What follows belongs to an exercise in optimizing a design on an open flow for small area and a short achievable clock period; a production flow would make more cautious choices. Function was checked by simulation only, so behaviour that the tests miss may differ from the original.

## flow/design.v (module list and top-level ports; edited modules follow where they fit)
// module dadda_32_reg: 14 lines
// module HA: 6 lines
// module HA_sum: 5 lines
// module HA_carry: 5 lines
// module csa_dadda: 6 lines
// module c_inv: 4 lines
// module c_nand2: 4 lines
// module c_nor2: 4 lines
// module c_xor2: 4 lines
// module c_xnor2: 4 lines
// module c_aoi21: 4 lines
// module c_oai21: 4 lines
// module c_aoi22: 4 lines
// module dadda_32: 4667 lines
module dadda_32_reg(clk, A, B, Y);
  // ...
==> flow/flow/run.sh <==
#!/bin/bash
# The standard layout, with timing repair aiming for a setup slack of
# 17.75 ns at the design's 24 ns clock, so that the achieved period shrinks,
# the smallest buffer on each port, and a light load in ABC's mapping so that
# the single-gate modules map to the smallest cells (timing repair sizes them).
bash standard.sh SETUP_SLACK_MARGIN=17.75 'BUFFER_PORTS_ARGS=-buffer_cell sky130_fd_sc_hd__buf_1' ABC_LOAD_IN_FF=1 finish > standard.log 2>&1
==> flow/standard.sh <==
#!/bin/bash
# synth_recipe.tcl (not shown) runs the flow's synth.tcl, then flattens the netlist and writes it again
# the make line also repeats each setting of config.mk as NAME=value (left out here)
make -C /OpenROAD-flow-scripts/flow DESIGN_CONFIG=/design/flow/config.mk WORK_HOME=/design/flow/orfs CLKGATE_MAP_FILE= SYNTH_SCRIPT=/design/flow/synth_recipe.tcl "${@:-finish}"
==> flow/config.mk <==
export PLATFORM = sky130hd
export DESIGN_NAME = dadda_32_reg
export DESIGN_NICKNAME = dadda_32_reg
export VERILOG_FILES = /design/flow/design.v
export SDC_FILE = /design/flow/constraint.sdc
export NUM_CORES = 4
export LEC_CHECK = 0
export CAP_MARGIN = 20
export CORE_MARGIN = 2
export CORE_UTILIZATION = 55
export SLEW_MARGIN = 20
export SYNTH_HIERARCHICAL = 1
export SYNTH_MINIMUM_KEEP_SIZE = 0
==> flow/constraint.sdc <==
create_clock -name core_clock -period 24.0 [get_ports {clk}]
set_input_delay 4.8000 -clock core_clock [delete_from_list [all_inputs] [get_ports {clk}]]
set_output_delay 4.8000 -clock core_clock [all_outputs]
set_load 0.01 [all_outputs]
==> load_flow_metrics.sql, run 1 <==
INSERT INTO impl_metrics (metric_group, metric, value, unit) VALUES
('status', 'status', 'finished clean', ''),
('finish', 'area_growth_from_synthesis_to_layout', '11.3', '%'),
('finish', 'multiInputCombCellCount', '2313', ''),
('timing', 'post-route-period-util', '0.254', ''),
('floorplan', 'die_width', '220', 'um'),
('finish', 'flip_flop_and_latch_count', '128', ''),
('floorplan', 'initial_utilization', '0.553', ''),
('global_routing', 'grt.met3_usage', '0.142', ''),
('place', 'place.gp.congestion', '0.962', ''),
('critical_path', 'crit_required', '24390', 'ps'),
('timing', 'layout_min_cycle_time', '6100', 'ps'),
('finish', 'drive_gt1_frac', '0.0783', ''),
('clock_tree', 'number_of_buffers_created_by_cts', '17', ''),
('logic_synthesis', 'synth_commonest_cells', 'sky130_fd_sc_hd__xor2_1, sky130_fd_sc_hd__a22oi_1, sky130_fd_sc_hd__fa_1', ''),
('min_path', 'hold_path.startpoint', 'b_r[1]', ''),
('logic_synthesis', 'synth_area', '25600', 'um2'),
('finish', 'layoutNonFillerInstCount', '3327', ''),
('clock_tree', 'number_of_setup_buffers_added_after_cts', '5', ''),
('finish', 'n_all_inverters', '32', ''),
('global_routing', 'grt_antenna_before_repair', '0', ''),
('floorplan', 'rows', '79', ''),
('clock_tree', 'cts_root_buf', 'sky130_fd_sc_hd__clkbuf_16', ''),
('global_routing', 'grt_most_used_layer', 'met2', ''),
('critical_path', 'crit_path_frequent_cell', 'sky130_fd_sc_hd__fa_1', ''),
('finish', 'clock_tree_area_fraction', '0.0218', ''),
('timing', 'timing.clock.skew', '21.0', 'ps'),
('finish', 'buffer_area_frac', '0.0496', '');
==> run 2, diff against run 1 <==
==> flow/flow/run.sh (replaced) <==
#!/bin/bash
# The standard layout, with timing repair aiming for a setup slack of
# 18 ns at the design's 24 ns clock, so that the achieved period shrinks,
# the smallest buffer on each port, and a light load in ABC's mapping so that
# the single-gate modules map to the smallest cells (timing repair sizes them).
bash standard.sh SETUP_SLACK_MARGIN=18 'BUFFER_PORTS_ARGS=-buffer_cell sky130_fd_sc_hd__buf_1' ABC_LOAD_IN_FF=1 finish > standard.log 2>&1
==> load_flow_metrics.sql, run 2 <==
INSERT INTO impl_metrics (metric_group, metric, value, unit) VALUES
('status', 'status', 'finished clean', ''),
('drt', 'routedWlPerCell', '31.3', 'um'),
('timing', 'setup_tns', '0', 'ps'),
('place', 'post_dp_cell_area', '27200', 'um2'),
('critical_path', 'crit_required', '24420', 'ps'),
('floorplan', 'die_height', '220', 'um'),
('logic_synthesis', 'ys_types', '19', ''),
('timing', 'hold_violations', '0', ''),
('finish', 'most-common-layout-cells', 'sky130_fd_sc_hd__xor2_1, sky130_fd_sc_hd__a22oi_1, sky130_fd_sc_hd__fa_1', ''),
('logic_synthesis', 'synth_commonest_cells', 'sky130_fd_sc_hd__xor2_1, sky130_fd_sc_hd__a22oi_1, sky130_fd_sc_hd__fa_1', ''),
('drt', 'vias_per_cell', '6.88', ''),
('clock_tree', 'clk-insertion-delay-late', '500', 'ps'),
('logic_synthesis', 'netlist.area_leader.share', '0.376', ''),
('critical_path', 'critical_path.n_buffers_inverters', '3', ''),
('finish', 'finish.net_count', '3302', ''),
('floorplan', 'rows', '79', ''),
('logic_synthesis', 'post-synth-top-count-cell', 'sky130_fd_sc_hd__xor2_1', ''),
('floorplan', 'initial_utilization', '0.553', ''),
('global_routing', 'grt_remaining_overflow', '0', ''),
('clock_tree', 'cts_hold_repair.buffers', '0', ''),
('logic_synthesis', 'count_of_warnings_emitted_by_yosys', '7', ''),
('logic_synthesis', 'synth.ff_latch_count', '128', ''),
('clock_tree', 'tritoncts', 'built', ''),
('timing', 'max_freq', '168', 'MHz'),
('logic_synthesis', 'post_synth.cell_area_avg', '10.2', 'um2'),
('finish', 'final_common_cell', 'sky130_fd_sc_hd__xor2_1', ''),
('clock_tree', 'cts_root_buf', 'sky130_fd_sc_hd__clkbuf_16', ''),
('critical_path', 'criticalPathCategory', 'reg2reg', ''),
('logic_synthesis', 'synth.yosys.seq_area_share', '0.100', ''),
('floorplan', 'die_area', '48200', 'um2'),
('logic_synthesis', 'yosys.area.top_type', 'sky130_fd_sc_hd__fa_1', ''),
('flow_run', 'maxCapViolations', '0', ''),
('drt', 'ant_nets', '0', ''),
('drt', 'router_iterations_before_antenna_repair', '6', ''),
('finish', 'drive_gt1_frac', '0.113', ''),
('critical_path', 'critical_path.top_delay_family', 'adder cells', ''),
('logic_synthesis', 'async_set_or_reset_flop_fraction_in_the_synthesized_netlist', '0', ''),
('logic_synthesis', 'synth_area', '25600', 'um2'),
('drt', 'vias', '23200', ''),
('global_routing', 'global_route.usage.total', '0.443', ''),
('logic_synthesis', 'number_of_instances_in_the_synthesized_netlist', '2519', ''),
('clock_tree', 'cts_max_path_buffers', '2', ''),
('floorplan', 'die_width', '220', 'um'),
('finish', 'post_route_cell_area', '29200', 'um2'),
('global_routing', 'grt_antenna_before_repair', '2', ''),
('critical_path', 'timing.critical_path.to_type', 'register', ''),
('finish', 'largest_reg_flops', '64', ''),
('finish', 'largestRegisters', 'Y (64), a_r (32), b_r (32)', ''),
('critical_path', 'worstPathMaxFanout', '12', ''),
('global_routing', 'grt_start_max_net_pins', '36', ''),
('timing', 'timing_max_transition_violations_final', '0', ''),
('drt', 'drtIter0Drc', '3280', ''),
('timing', 'layout_min_cycle_time', '5950', 'ps'),
('critical_path', 'timing.critical_path.cells', 'clkbuf_4 -> buf_4 -> o22ai_4 -> buf_4 -> a22oi_1 -> xor2_1 -> fa_1 -> fa_1 -> fa_1 -> fa_1 -> nor2_1 -> nor2_1 -> nand2_1 -> nor2_1 -> nand2_1 -> o21ai_2 -> a21oi_2 -> o21ai_1 -> xnor2_1', ''),
('global_routing', 'first_global_vias', '24400', ''),
('floorplan', 'boundaryPins', '129', ''),
('min_path', 'timing.hold.worst.class', 'reg2reg', ''),
('clock_tree', 'ctsHtreeMaxLevel', '4', ''),
('critical_path', 'worstSetupStartpointType', 'register', ''),
('finish', 'register_with_the_most_flip_flops', 'Y', ''),
('place', 'port-buffer-count', '128', ''),
('logic_synthesis', 'synth_edf_count', '0', ''),
('logic_synthesis', 'synth.area.top_cells', 'sky130_fd_sc_hd__fa_1, sky130_fd_sc_hd__xor2_1, sky130_fd_sc_hd__a22oi_1', ''),
('logic_synthesis', 'yosys_most_used_dff', 'sky130_fd_sc_hd__dfxtp_1', ''),
('place', 'dpl.hpwl', '63400', 'um'),
('floorplan', 'coreArea', '46300', 'um2'),
('finish', 'area_growth_from_synthesis_to_layout', '14.3', '%'),
('global_routing', 'first_pass_grt_wire_length', '154000', 'um'),
('critical_path', 'critical_path_arrival', '6360', 'ps'),
('drt', 'drc', '0', ''),
('timing', 'maxSlewHeadroom', '0.389', ''),
('critical_path', 'crit_path_frequent_cell', 'sky130_fd_sc_hd__fa_1', ''),
('clock_tree', 'tritoncts_num_sinks', '128', ''),
('drt', 'postRouteWirelength', '105000', 'um'),
('clock_tree', 'clk_pin_slew', '70', 'ps'),
('timing', 'post-route-period-util', '0.248', ''),
('timing', 'setup_violations', '0', ''),
('timing', 'rsz0062_at_grt', 'true', ''),
('place', 'place.gp.congestion', '1.00', ''),
('clock_tree', 'number_of_buffers_created_by_cts', '17', ''),
('timing', 'pin_slew_with_the_least_headroom_to_its_limit', '916', 'ps'),
('critical_path', 'crit_slowest_cell', 'sky130_fd_sc_hd__fa_1', ''),
('critical_path', 'crit_path_max_incr_delay', '560', 'ps'),
('timing', 'timing.clock.skew', '20.2', 'ps');
[run 2: cell counts after synthesis]
No cell type changed its count.
[run 2: what timing repair did]
action | in CTS | in global routing
buffers inserted | 24 | 21
endpoints found under the setup margin | 47 | 42
pin swaps | 7 | 12
resized for setup | 78 | 163
gates cloned | 3 | 3
[run 2: modules after synthesis (local to each module, per instance), a selection]
module	cells inside	cell area [um2]	copies in the design
HA_carry	1	6.26	43
HA_sum	1	8.76	43
c_aoi21	1	5.00	72
c_aoi22	1	7.51	496
c_inv	1	3.75	32
c_nand2	1	3.75	178
c_nor2	1	3.75	135
c_oai21	1	5.00	114
c_xnor2	1	8.76	42
c_xor2	1	8.76	613
csa_dadda	1	20.0	481
dadda_32	142	1050	1
dadda_32_reg	128	2560	1
[run 2: final timing paths]
check / from / to / slack, ps / cells past startpoint
max: b_r[1] / Y[51] / 18050 / 19
min: b_r[0] / Y[0] / 960 / 4
max reg2reg: b_r[1] / Y[51] / 18050 / 19
min reg2reg: b_r[0] / Y[0] / 960 / 4
[run 2: worst register-to-register path, delay by kind of cell (launching register included)]
family                   cells  cell delay, ps
AO/OA/AOI/OAI                5            1230
XOR/XNOR                     2             320
adder cells (fa/ha/maj)      4            1960
buffers and inverters        3             640
flip-flops                   1             410
AND/OR/NAND/NOR              5            1290
[run 2: per-stage QoR]
step           hold WS [ps]  std cells  utilization  worst slack [ps]
2_1_floorplan           948       2537            -             18000
3_3_place_gp           1000       3278        0.587             16850
3_5_place_dp           1010       3278        0.587             16760
4_1_cts                 945       3337        0.613             17980
5_1_grt                 998       3361        0.632             17890
6_report                960       3363        0.632             18050
[run 2: cell type report]
type / count / area [um2]
clock buffer: 17 / 425
tap: 607 / 759
fill: 3826 / 17000
clock inverter: 15 / 153
sequential: 128 / 2600
timing repair buffer: 246 / 1890
multi-input combinational: 2316 / 23300
inverter: 32 / 120
antenna: 2 / 5.00
[run 2: logic make-up after synthesis]
kind of cell    after synthesis  synth area share
compound gates              697             0.185
xor+xnor                    698             0.239
fa+ha+maj                   496             0.384
buf+inv                      96            0.0235
flops                       128             0.100
other cells                   2          0.000294
simple gates                402            0.0681
[run 2: per-layer routing]
layer  GRT usage  vias to the layer above  wire length, um
met4       0.254                        4             6910
met2       0.656                     1920            45100
met5           0                        -               32
met3       0.157                      470            14800
li1            -                     9183                -
met1       0.562                    11600            38300
==> run 3, diff against run 2 <==
--- a/flow/config.mk
+++ b/flow/config.mk
@@ -9,4 +9,5 @@
 export CORE_MARGIN = 2
 export CORE_UTILIZATION = 55
+export CTS_BUF_LIST = sky130_fd_sc_hd__clkbuf_4 sky130_fd_sc_hd__clkbuf_8
 export SLEW_MARGIN = 20
 export SYNTH_HIERARCHICAL = 1
==> load_flow_metrics.sql, run 3 <==
INSERT INTO impl_metrics (metric_group, metric, value, unit) VALUES
('finish', 'most-common-layout-cells', 'sky130_fd_sc_hd__xor2_1, sky130_fd_sc_hd__a22oi_1, sky130_fd_sc_hd__fa_1', ''),
('drt', 'ant_nets', '0', ''),
('global_routing', 'first_global_vias', '24400', ''),
('clock_tree', 'ctsHtreeMaxLevel', '4', ''),
('clock_tree', 'cts_root_buf', 'sky130_fd_sc_hd__clkbuf_8', ''),
('logic_synthesis', 'post_synth.cell_area_avg', '10.2', 'um2'),
('floorplan', 'die_area', '48200', 'um2'),
('timing', 'max_freq', '168', 'MHz'),
('floorplan', 'coreArea', '46300', 'um2'),
('logic_synthesis', 'synth.yosys.seq_area_share', '0.100', ''),
('finish', 'layoutNonFillerInstCount', '3367', ''),
('critical_path', 'crit_path_max_incr_delay', '400', 'ps'),
('clock_tree', 'clk-insertion-delay-late', '590', 'ps'),
('drt', 'routedWlPerCell', '31.3', 'um'),
('logic_synthesis', 'ys_types', '19', ''),
('finish', 'largestRegisters', 'Y (64), a_r (32), b_r (32)', ''),
('finish', 'drive_gt1_frac', '0.115', ''),
('timing', 'pin_slew_with_the_least_headroom_to_its_limit', '860', 'ps'),
('logic_synthesis', 'synth_commonest_cells', 'sky130_fd_sc_hd__xor2_1, sky130_fd_sc_hd__a22oi_1, sky130_fd_sc_hd__fa_1', ''),
('min_path', 'timing.hold.worst.class', 'reg2reg', ''),
('logic_synthesis', 'synth_area', '25600', 'um2'),
('drt', 'vias', '23200', ''),
('global_routing', 'first_pass_grt_wire_length', '154000', 'um'),
('logic_synthesis', 'yosys_most_used_dff', 'sky130_fd_sc_hd__dfxtp_1', ''),
('global_routing', 'grt_antenna_before_repair', '4', ''),
('finish', 'final_common_cell', 'sky130_fd_sc_hd__xor2_1', ''),
('timing', 'hold_slack', '966', 'ps'),
('timing', 'layout_min_cycle_time', '5940', 'ps'),
('place', 'port-buffer-count', '128', ''),
('clock_tree', 'clk_pin_slew', '90', 'ps'),
('global_routing', 'global_route.usage.total', '0.443', ''),
('timing', 'timing.clock.skew', '24.7', 'ps'),
('global_routing', 'grt_remaining_overflow', '0', ''),
('timing', 'hold_violations', '0', ''),
('drt', 'router_iterations_before_antenna_repair', '8', ''),
('floorplan', 'initial_utilization', '0.553', ''),
('floorplan', 'rows', '79', ''),
('critical_path', 'critical_path.top_delay_family', 'flip-flops', ''),
('finish', 'finish.net_count', '3305', ''),
('timing', 'maxSlewHeadroom', '0.426', ''),
('logic_synthesis', 'number_of_instances_in_the_synthesized_netlist', '2519', ''),
('critical_path', 'timing.critical_path.cells', 'buf_1', ''),
('logic_synthesis', 'netlist.area_leader.share', '0.376', ''),
('logic_synthesis', 'async_set_or_reset_flop_fraction_in_the_synthesized_netlist', '0', ''),
('floorplan', 'die_width', '220', 'um'),
('floorplan', 'die_height', '220', 'um'),
('clock_tree', 'tritoncts_num_sinks', '128', ''),
('drt', 'vias_per_cell', '6.88', ''),
('drt', 'postRouteWirelength', '105000', 'um'),
('global_routing', 'grt_start_max_net_pins', '36', ''),
('place', 'place.gp.congestion', '1.00', ''),
('place', 'placed_cells_incl_taps', '3278', ''),
('floorplan', 'boundaryPins', '129', ''),
('place', 'dpl.hpwl', '63400', 'um'),
('critical_path', 'crit_required', '19200', 'ps'),
('timing', 'setup_violations', '0', ''),
('timing', 'rsz0062_at_grt', 'true', ''),
('clock_tree', 'cts_hold_repair.buffers', '0', ''),
('critical_path', 'worstSetupStartpointType', 'register', ''),
('clock_tree', 'cts_max_path_buffers', '2', ''),
('critical_path', 'worstPathMaxFanout', '1', ''),
('critical_path', 'critical_path.n_buffers_inverters', '1', ''),
('timing', 'post-route-period-util', '0.248', ''),
('clock_tree', 'tritoncts', 'built', ''),
('timing', 'setup_tns', '0', 'ps'),
('logic_synthesis', 'synth_edf_count', '0', ''),
('logic_synthesis', 'yosys.area.top_type', 'sky130_fd_sc_hd__fa_1', ''),
('logic_synthesis', 'post-synth-top-count-cell', 'sky130_fd_sc_hd__xor2_1', ''),
('logic_synthesis', 'synth.area.top_cells', 'sky130_fd_sc_hd__fa_1, sky130_fd_sc_hd__xor2_1, sky130_fd_sc_hd__a22oi_1', ''),
('critical_path', 'criticalPathCategory', 'reg2out', ''),
('finish', 'largest_reg_flops', '64', ''),
('drt', 'drc', '0', ''),
('finish', 'area_growth_from_synthesis_to_layout', '13.5', '%'),
('drt', 'drtIter0Drc', '3282', ''),
('flow_run', 'maxCapViolations', '0', ''),
('critical_path', 'timing.critical_path.to_type', 'primary output', ''),
('timing', 'timing_max_transition_violations_final', '0', ''),
('clock_tree', 'number_of_buffers_created_by_cts', '17', ''),
('logic_synthesis', 'count_of_warnings_emitted_by_yosys', '7', ''),
('finish', 'register_with_the_most_flip_flops', 'Y', ''),
('logic_synthesis', 'synth.ff_latch_count', '128', ''),
('status', 'status', 'finished clean', ''),
('critical_path', 'crit_slowest_cell', 'sky130_fd_sc_hd__dfxtp_1', ''),
('critical_path', 'critical_path_arrival', '1140', 'ps');
[run 3: changes by cell type in the layout (fill, tap and decap cells not counted), moves of 3 or more]
cell	delta
sky130_fd_sc_hd__nor2_2	-4
sky130_fd_sc_hd__clkbuf_8	+18
sky130_fd_sc_hd__o21ai_2	+5
sky130_fd_sc_hd__o21ai_4	-3
sky130_fd_sc_hd__clkbuf_16	-17
sky130_fd_sc_hd__a21oi_2	+5
sky130_fd_sc_hd__a21oi_1	-4
sky130_fd_sc_hd__buf_4	+4
sky130_fd_sc_hd__nor2_1	+4
[run 3: cell type report]
type | instances | area (um2)
antenna | 3 | 7.51
clock buffer | 17 | 234
clock inverter | 15 | 153
fill | 3873 | 17200
inverter | 32 | 120
multi-input combinational | 2316 | 23300
sequential | 128 | 2600
tap | 607 | 759
timing repair buffer | 249 | 1890
[run 3: repair_timing]
action / CTS / global route
endpoints found under the setup margin: 48 / 44
buffers inserted: 25 / 23
gates resized for setup: 79 / 158
pin swaps: 7 / 12
gates cloned: 3 / 3
[run 3: cells by family after synthesis]
logic type               after synthesis  synth area share
flip-flops                           128             0.100
other                                  2          0.000294
XOR/XNOR                             698             0.239
buffers and inverters                 96            0.0235
AND/OR/NAND/NOR                      402            0.0681
adder cells (fa/ha/maj)              496             0.384
AO/OA/AOI/OAI                        697             0.185
[run 3: Yosys stat by module, one instance, submodules excluded, excerpt]
module,cells,copies in the design
dadda_32,142,1
dadda_32_reg,128,1
c_nand2,1,178
HA_sum,1,43
c_xnor2,1,42
c_aoi21,1,72
csa_dadda,1,481
c_aoi22,1,496
c_inv,1,32
HA_carry,1,43
c_xor2,1,613
c_oai21,1,114
c_nor2,1,135
[run 3: path summary, 6_finish.rpt]
kind,start,to,slack (ps),cells past startpoint
worst max-delay path,Y[29],Y[29],18060,1
worst min-delay path,b_r[0],Y[0],970,4
worst max register to register,b_r[1],Y[23],18090,19
worst min register to register,b_r[0],Y[0],970,4
[run 3: routing by layer]
metal | global-route usage | part of all wire | vias up
met5 | 0 | 0.00025 | -
met4 | 0.246 | 0.067 | 4
met3 | 0.161 | 0.15 | 496
met2 | 0.656 | 0.43 | 2043
met1 | 0.561 | 0.36 | 11500
li1 | - | - | 9176
[run 3: metrics by stage]
| step | setup slack (ps) | instance area (um2) | util |
|---|---|---|---|
| 4_1_cts | 17980 | 28200 | 0.609 |
| 2_1_floorplan | 18000 | 25800 | - |
| 6_report | 18060 | 29000 | 0.628 |
| 3_3_place_gp | 16850 | 27200 | 0.587 |
| 3_5_place_dp | 16760 | 27200 | 0.587 |
| 5_1_grt | 17940 | 29000 | 0.627 |
==> run 4, diff against run 3 <==
--- a/flow/config.mk
+++ b/flow/config.mk
@@ -9,5 +9,5 @@
 export CORE_MARGIN = 2
 export CORE_UTILIZATION = 55
-export CTS_BUF_LIST = sky130_fd_sc_hd__clkbuf_4 sky130_fd_sc_hd__clkbuf_8
+export CTS_BUF_LIST = sky130_fd_sc_hd__clkbuf_8
 export SLEW_MARGIN = 20
 export SYNTH_HIERARCHICAL = 1
==> load_flow_metrics.sql, run 4 <==
INSERT INTO impl_metrics (metric_group, metric, value, unit) VALUES
('logic_synthesis', 'yosys.area.top_type', 'sky130_fd_sc_hd__fa_1', ''),
('clock_tree', 'ctsHtreeMaxLevel', '4', ''),
('flow_run', 'maxCapViolations', '0', ''),
('critical_path', 'crit_required', '19200', 'ps'),
('critical_path', 'worstSetupStartpointType', 'register', ''),
('logic_synthesis', 'synth_commonest_cells', 'sky130_fd_sc_hd__xor2_1, sky130_fd_sc_hd__a22oi_1, sky130_fd_sc_hd__fa_1', ''),
('finish', 'area_growth_from_synthesis_to_layout', '13.5', '%'),
('place', 'port-buffer-count', '128', ''),
('timing', 'hold_violations', '0', ''),
('critical_path', 'timing.critical_path.cells', 'buf_1', ''),
('logic_synthesis', 'synth.ff_latch_count', '128', ''),
('critical_path', 'crit_slowest_cell', 'sky130_fd_sc_hd__dfxtp_1', ''),
('global_routing', 'grt_start_max_net_pins', '36', ''),
('logic_synthesis', 'yosys_most_used_dff', 'sky130_fd_sc_hd__dfxtp_1', ''),
('place', 'place.gp.congestion', '1.00', ''),
('logic_synthesis', 'synth.yosys.seq_area_share', '0.100', ''),
('finish', 'most-common-layout-cells', 'sky130_fd_sc_hd__xor2_1, sky130_fd_sc_hd__a22oi_1, sky130_fd_sc_hd__fa_1', ''),
('logic_synthesis', 'synth_edf_count', '0', ''),
('global_routing', 'global_route.usage.total', '0.443', ''),
('clock_tree', 'cts_root_buf', 'sky130_fd_sc_hd__clkbuf_8', ''),
('finish', 'final_common_cell', 'sky130_fd_sc_hd__xor2_1', ''),
('global_routing', 'grt_antenna_before_repair', '4', ''),
('drt', 'router_iterations_before_antenna_repair', '8', ''),
('logic_synthesis', 'number_of_instances_in_the_synthesized_netlist', '2519', ''),
('clock_tree', 'clk_pin_slew', '90', 'ps'),
('timing', 'timing.clock.skew', '24.7', 'ps'),
('timing', 'post-route-period-util', '0.248', ''),
('drt', 'vias_per_cell', '6.88', ''),
('timing', 'pin_slew_with_the_least_headroom_to_its_limit', '860', 'ps'),
('logic_synthesis', 'post_synth.cell_area_avg', '10.2', 'um2'),
('drt', 'vias', '23200', ''),
('drt', 'drc', '0', ''),
('logic_synthesis', 'post-synth-top-count-cell', 'sky130_fd_sc_hd__xor2_1', ''),
('clock_tree', 'tritoncts', 'built', ''),
('logic_synthesis', 'count_of_warnings_emitted_by_yosys', '7', ''),
('clock_tree', 'clk-insertion-delay-late', '590', 'ps'),
('global_routing', 'first_global_vias', '24400', ''),
('timing', 'rsz0062_at_grt', 'true', ''),
('floorplan', 'rows', '79', ''),
('finish', 'largestRegisters', 'Y (64), a_r (32), b_r (32)', ''),
('floorplan', 'die_height', '220', 'um'),
('clock_tree', 'cts_max_path_buffers', '2', ''),
('finish', 'fin_util', '0.628', ''),
('critical_path', 'critical_path.top_delay_family', 'flip-flops', ''),
('floorplan', 'initial_utilization', '0.553', ''),
('timing', 'timing_max_transition_violations_final', '0', ''),
('place', 'post_dp_cell_area', '27200', 'um2'),
('logic_synthesis', 'synth.area.top_cells', 'sky130_fd_sc_hd__fa_1, sky130_fd_sc_hd__xor2_1, sky130_fd_sc_hd__a22oi_1', ''),
('timing', 'layout_min_cycle_time', '5940', 'ps'),
('logic_synthesis', 'async_set_or_reset_flop_fraction_in_the_synthesized_netlist', '0', ''),
('critical_path', 'timing.critical_path.to_type', 'primary output', ''),
('critical_path', 'criticalPathCategory', 'reg2out', ''),
('global_routing', 'first_pass_grt_wire_length', '154000', 'um'),
('floorplan', 'die_area', '48200', 'um2'),
('timing', 'maxSlewHeadroom', '0.426', ''),
('drt', 'drtIter0Drc', '3282', ''),
('clock_tree', 'tritoncts_num_sinks', '128', ''),
('finish', 'post_route_cell_area', '29000', 'um2'),
('critical_path', 'worstPathMaxFanout', '1', ''),
('drt', 'postRouteWirelength', '105000', 'um'),
('logic_synthesis', 'ys_types', '19', ''),
('timing', 'setup_violations', '0', ''),
('critical_path', 'critical_path_arrival', '1140', 'ps'),
('timing', 'setup_tns', '0', 'ps'),
('critical_path', 'critical_path.n_buffers_inverters', '1', ''),
('place', 'dpl.hpwl', '63400', 'um'),
('floorplan', 'boundaryPins', '129', ''),
('floorplan', 'coreArea', '46300', 'um2'),
('status', 'status', 'finished clean', ''),
('drt', 'ant_nets', '0', ''),
('logic_synthesis', 'synth_area', '25600', 'um2'),
('finish', 'largest_reg_flops', '64', ''),
('timing', 'max_freq', '168', 'MHz'),
('min_path', 'timing.hold.worst.class', 'reg2reg', ''),
('clock_tree', 'number_of_buffers_created_by_cts', '17', ''),
('drt', 'routedWlPerCell', '31.3', 'um'),
('critical_path', 'crit_path_max_incr_delay', '400', 'ps'),
('finish', 'drive_gt1_frac', '0.115', ''),
('logic_synthesis', 'netlist.area_leader.share', '0.376', ''),
('finish', 'register_with_the_most_flip_flops', 'Y', ''),
('global_routing', 'grt_remaining_overflow', '0', ''),
('finish', 'finish.net_count', '3305', ''),
('floorplan', 'die_width', '220', 'um');
run 4: routing by layer:
layer | up-vias | part of all wire | global-route usage
li1 | 9176 | - | -
met1 | 11500 | 0.36 | 0.561
met2 | 2043 | 0.43 | 0.656
met3 | 496 | 0.15 | 0.161
met4 | 4 | 0.067 | 0.246
met5 | - | 0.00025 | 0
run 4: modules after synthesis (local to each module, per instance), a selection:
| module | flops+latches | times used | cells | area (um2) |
|---|---|---|---|---|
| HA_carry | 0 | 43 | 1 | 6.26 |
| HA_sum | 0 | 43 | 1 | 8.76 |
| c_aoi21 | 0 | 72 | 1 | 5.00 |
| c_aoi22 | 0 | 496 | 1 | 7.51 |
| c_inv | 0 | 32 | 1 | 3.75 |
| c_nand2 | 0 | 178 | 1 | 3.75 |
| c_nor2 | 0 | 135 | 1 | 3.75 |
| c_oai21 | 0 | 114 | 1 | 5.00 |
| c_xnor2 | 0 | 42 | 1 | 8.76 |
| c_xor2 | 0 | 613 | 1 | 8.76 |
| csa_dadda | 0 | 481 | 1 | 20.0 |
| dadda_32 | 0 | 1 | 142 | 1050 |
| dadda_32_reg | 128 | 1 | 128 | 2560 |
run 4: final timing paths:
path / from / to / slack (ps) / cells past startpoint
worst min-delay path: b_r[0] / Y[0] / 970 / 4
worst max-delay path: Y[29] / Y[29] / 18060 / 1
worst min register to register: b_r[0] / Y[0] / 970 / 4
worst max register to register: b_r[1] / Y[23] / 18090 / 19
run 4: final cells by class:
cell class                      count  area, um2
Clock buffer                       17        234
Antenna cell                        3       7.51
Inverter                           32        120
Fill cell                        3873      17200
Sequential cell                   128       2600
Multi-Input combinational cell   2316      23300
Timing Repair Buffer              249       1890
Tap cell                          607        759
Clock inverter                     15        153
run 4: cells by family (layout without fill, tap and decap cells):
| kind of cell | Yosys count | after routing | share of synthesized area |
|---|---|---|---|
| AOI/OAI and AO/OA | 697 | 699 | 0.185 |
| xor gates and xnor gates | 698 | 698 | 0.239 |
| adders and majority gates | 496 | 496 | 0.384 |
| buffers and inverters | 96 | 313 | 0.0235 |
| DFF | 128 | 128 | 0.100 |
| other | 2 | 23 | 0.000294 |
| and+or+nand+nor | 402 | 403 | 0.0681 |
run 4: metrics by stage:
stage | setup slack, ps | instances | hold WS (ps)
finish | 18060 | 3367 | 966
global route | 17940 | 3365 | 1000
CTS | 17980 | 3338 | 956
detailed placement | 16760 | 3278 | 1010
global placement | 16850 | 3278 | 1000
floorplan | 18000 | 2537 | 948
run 4: worst register-to-register path: cells and delay by family (launching register included):
kind | cells | cell delay (ps)
DFF | 1 | 470
AOI/OAI and AO/OA | 6 | 1290
and+or+nand+nor | 1 | 200
adders and majority gates | 5 | 2330
xor gates and xnor gates | 2 | 510
buffers and inverters | 5 | 980
run 4: timing repair:
item,in CTS,in global routing
setup endpoints to repair,48,44
resized for setup,79,158
buffers inserted,25,23
cloned,3,3
pin swaps,7,12
endpoints found under the hold margin,0,0
hold buffers,0,0
==> run 5, diff against run 4 <==
--- a/flow/config.mk
+++ b/flow/config.mk
@@ -10,4 +10,5 @@
 export CORE_UTILIZATION = 55
 export CTS_BUF_LIST = sky130_fd_sc_hd__clkbuf_8
+export GPL_ROUTABILITY_DRIVEN = 0
 export SLEW_MARGIN = 20
 export SYNTH_HIERARCHICAL = 1
==> load_flow_metrics.sql, run 5 <==
INSERT INTO impl_metrics (metric_group, metric, value, unit) VALUES
('timing', 'max_freq', '168', 'MHz'),
('global_routing', 'first_global_vias', '24600', ''),
('finish', 'multiInputGateArea', '23300', 'um2'),
('drt', 'postRouteWirelength', '104000', 'um'),
('logic_synthesis', 'synth.area.top_cells', 'sky130_fd_sc_hd__fa_1, sky130_fd_sc_hd__xor2_1, sky130_fd_sc_hd__a22oi_1', ''),
('clock_tree', 'cts_root_buf', 'sky130_fd_sc_hd__clkbuf_8', ''),
('logic_synthesis', 'yosys.area.top_type', 'sky130_fd_sc_hd__fa_1', ''),
('global_routing', 'first_pass_grt_wire_length', '152000', 'um'),
('timing', 'rsz0062_at_grt', 'true', ''),
('logic_synthesis', 'synth_area', '25600', 'um2'),
('logic_synthesis', 'synth_edf_count', '0', ''),
('logic_synthesis', 'count_of_warnings_emitted_by_yosys', '7', ''),
('logic_synthesis', 'netlist.area_leader.share', '0.376', ''),
('floorplan', 'die_height', '220', 'um'),
('finish', 'register_with_the_most_flip_flops', 'Y', ''),
('place', 'port-buffer-count', '128', ''),
('drt', 'drc', '0', ''),
('logic_synthesis', 'async_set_or_reset_flop_fraction_in_the_synthesized_netlist', '0', ''),
('timing', 'timing.clock.skew', '26.1', 'ps'),
('global_routing', 'grt_remaining_overflow', '0', ''),
('drt', 'drtIter0Drc', '3068', ''),
('drt', 'router_iterations_before_antenna_repair', '7', ''),
('finish', 'finish.net_count', '3290', ''),
('critical_path', 'criticalPathCategory', 'reg2out', ''),
('clock_tree', 'clk_pin_slew', '100', 'ps'),
('critical_path', 'critical_path.top_delay_family', 'flip-flops', ''),
('floorplan', 'boundaryPins', '129', ''),
('critical_path', 'critical_path.n_buffers_inverters', '1', ''),
('global_routing', 'global_route.usage.total', '0.436', ''),
('finish', 'layout.filler_cells', '3921', ''),
('critical_path', 'crit_path_start', 'Y[29]', ''),
('floorplan', 'initial_utilization', '0.553', ''),
('min_path', 'holdPathStages', '4', ''),
('timing', 'pin_slew_with_the_least_headroom_to_its_limit', '920', 'ps'),
('timing', 'hold_slack', '993', 'ps'),
('drt', 'ant_nets', '0', ''),
('drt', 'routedWlPerCell', '30.9', 'um'),
('critical_path', 'r2r_end', 'Y[24]', ''),
('clock_tree', 'tritoncts_num_sinks', '128', ''),
('logic_synthesis', 'post_synth.cell_area_avg', '10.2', 'um2'),
('timing', 'hold_violations', '0', ''),
('critical_path', 'crit_cells', '1', ''),
('status', 'status', 'finished clean', ''),
('clock_tree', 'ctsHtreeMaxLevel', '4', ''),
('finish', 'drive_gt1_frac', '0.108', ''),
('min_path', 'timing.hold.worst.class', 'reg2reg', ''),
('logic_synthesis', 'ys_types', '19', ''),
('critical_path', 'timing.critical_path.to_type', 'primary output', ''),
('floorplan', 'die_area', '48200', 'um2'),
('logic_synthesis', 'post-synth-top-count-cell', 'sky130_fd_sc_hd__xor2_1', ''),
('min_path', 'hold_path.startpoint', 'b_r[0]', ''),
('flow_run', 'maxCapViolations', '0', ''),
('timing', 'setup_tns', '0', 'ps'),
('timing', 'setup_violations', '0', ''),
('global_routing', 'grt_start_max_net_pins', '36', ''),
('critical_path', 'ff2ff_setup_slack', '18090', 'ps'),
('finish', 'largest_reg_flops', '64', ''),
('critical_path', 'worstPathMaxFanout', '1', ''),
('place', 'dpl.hpwl', '61900', 'um'),
('finish', 'regArea', '2590', 'um2'),
('floorplan', 'coreArea', '46300', 'um2'),
('critical_path', 'crit_path_max_incr_delay', '390', 'ps'),
('finish', 'largestRegisters', 'Y (64), a_r (32), b_r (32)', '');
-- run 5: changes by cell type in the layout (fill, tap and decap cells not counted), sizes merged --
cell	previous run	this run
clkinvlp	3	1
inv	40	39
bufinv	1	3
clkbuf	26	21
diode	3	2
clkinv	3	4
buf	240	230
-- run 5: cell families (layout without fill, tap and decap cells) --
kind of cell / after synthesis / after routing / share of synthesized area
AOI/OAI and AO/OA: 697 / 699 / 0.185
xor gates and xnor gates: 698 / 698 / 0.239
adders and majority gates: 496 / 496 / 0.384
buffers and inverters: 96 / 298 / 0.0235
DFF: 128 / 128 / 0.100
other: 2 / 22 / 0.000294
and+or+nand+nor: 402 / 403 / 0.0681
-- run 5: modules after synthesis, one instance, submodules excluded, excerpt --
module        cells  area [um2]  flops+latches  times used
dadda_32_reg    128        2560            128           1
dadda_32        142        1050              0           1
csa_dadda         1        20.0              0         481
HA_sum            1        8.76              0          43
c_xnor2           1        8.76              0          42
c_xor2            1        8.76              0         613
c_aoi22           1        7.51              0         496
HA_carry          1        6.26              0          43
c_aoi21           1        5.00              0          72
c_oai21           1        5.00              0         114
c_inv             1        3.75              0          32
c_nand2           1        3.75              0         178
c_nor2            1        3.75              0         135
-- run 5: stage by stage --
step | utilization | std cells | worst slack, ps | area, um2
after floorplan | - | 2537 | 18000 | 25800
after global placement | 0.586 | 3275 | 16820 | 27100
after detailed placement | 0.586 | 3275 | 16860 | 27100
after CTS | 0.608 | 3331 | 17980 | 28100
after global routing | 0.626 | 3350 | 17930 | 29000
final | 0.626 | 3351 | 18050 | 29000
-- run 5: how the worst max path moves through the flow --
stage	end	slack, ps
floorplan	Y[61]	18000
global placement	Y[41]	16820
finish	Y[29]	18050
detailed placement	Y[41]	16860
global route	Y[41]	17930
CTS	Y[41]	17980
-- run 5: what timing repair did --
| action | CTS | global route |
|---|---|---|
| gates resized for setup | 61 | 163 |
| pin swaps | 5 | 15 |
| setup endpoints to repair | 48 | 43 |
| buffers inserted | 21 | 16 |
| gates cloned | 3 | 2 |
-- run 5: layer usage --
layer	vias to the layer above	track usage	part of all wire
met4	2	0.252	0.062
li1	9142	-	-
met5	-	0	0.00013
met2	1877	0.651	0.44
met3	449	0.147	0.14
met1	11600	0.553	0.37
-- run 5: final cells by class --
cell class                      instances  share of cell area
Clock inverter                         15             0.00687
Tap cell                              607              0.0262
Clock buffer                           17             0.00807
Timing Repair Buffer                  234              0.0618
Multi-Input combinational cell       2316               0.803
Sequential cell                       128              0.0896
Antenna cell                            2            0.000173
Inverter                               32             0.00415
-- run 5: worst reg2reg max path, stage by stage (launching register included) --
cell                      delay (ps)
sky130_fd_sc_hd__dfxtp_1         370
sky130_fd_sc_hd__ha_1            300
sky130_fd_sc_hd__buf_4           460
sky130_fd_sc_hd__a22oi_1         210
sky130_fd_sc_hd__xor2_1          190
sky130_fd_sc_hd__fa_1            460
sky130_fd_sc_hd__fa_1            510
sky130_fd_sc_hd__fa_1            400
sky130_fd_sc_hd__fa_1            510
sky130_fd_sc_hd__fa_1            470
sky130_fd_sc_hd__nor2_1          210
sky130_fd_sc_hd__o21ai_1         200
sky130_fd_sc_hd__a21oi_1         220
sky130_fd_sc_hd__o21ai_1         120
sky130_fd_sc_hd__a21oi_1         230
sky130_fd_sc_hd__o21ai_1         230
sky130_fd_sc_hd__xnor2_1         640

[separate check: timing with driven ports]
In the flow no input, the clock included, has a driving cell. The finished layouts below were timed again as built, in two steps. Step 1 (the two cells are an assumption about what drives the block):
set clk [get_ports {clk}]
set_driving_cell -lib_cell sky130_fd_sc_hd__clkbuf_16 $clk
set_driving_cell -lib_cell sky130_fd_sc_hd__buf_2 [delete_from_list [all_inputs] $clk]
Step 2 times the ports against the registers' clock, not the clock port: input delays grow and output delays shrink by t, the midpoint of the rising clock arrivals with the driver on. a / b / c = ideal ports / drivers / drivers and shift; a / b = the first two.
| run | t (ns) | setup WS [ns] | worst setup path at the end | clock arrival spread, ns | worst register clock-pin slew, ns |
|---|---|---|---|---|---|
| run 1 | 0.556 | 17.898 / 17.898 / 17.898 | register to register | 0.021 / 0.021 | 0.08 / 0.08 |
| run 2 | 0.552 | 18.053 / 18.053 / 18.053 | register to register | 0.021 / 0.021 | 0.08 / 0.08 |
| run 3 | 0.631 | 18.057 / 17.999 / 18.089 | register to register | 0.026 / 0.025 | 0.11 / 0.11 |
| run 4 | 0.631 | 18.057 / 17.999 / 18.089 | register to register | 0.026 / 0.025 | 0.11 / 0.11 |
| run 5 | 0.638 | 18.055 / 17.994 / 18.092 | register to register | 0.026 / 0.026 | 0.10 / 0.10 |
After both steps setup and hold are still met in every run listed.
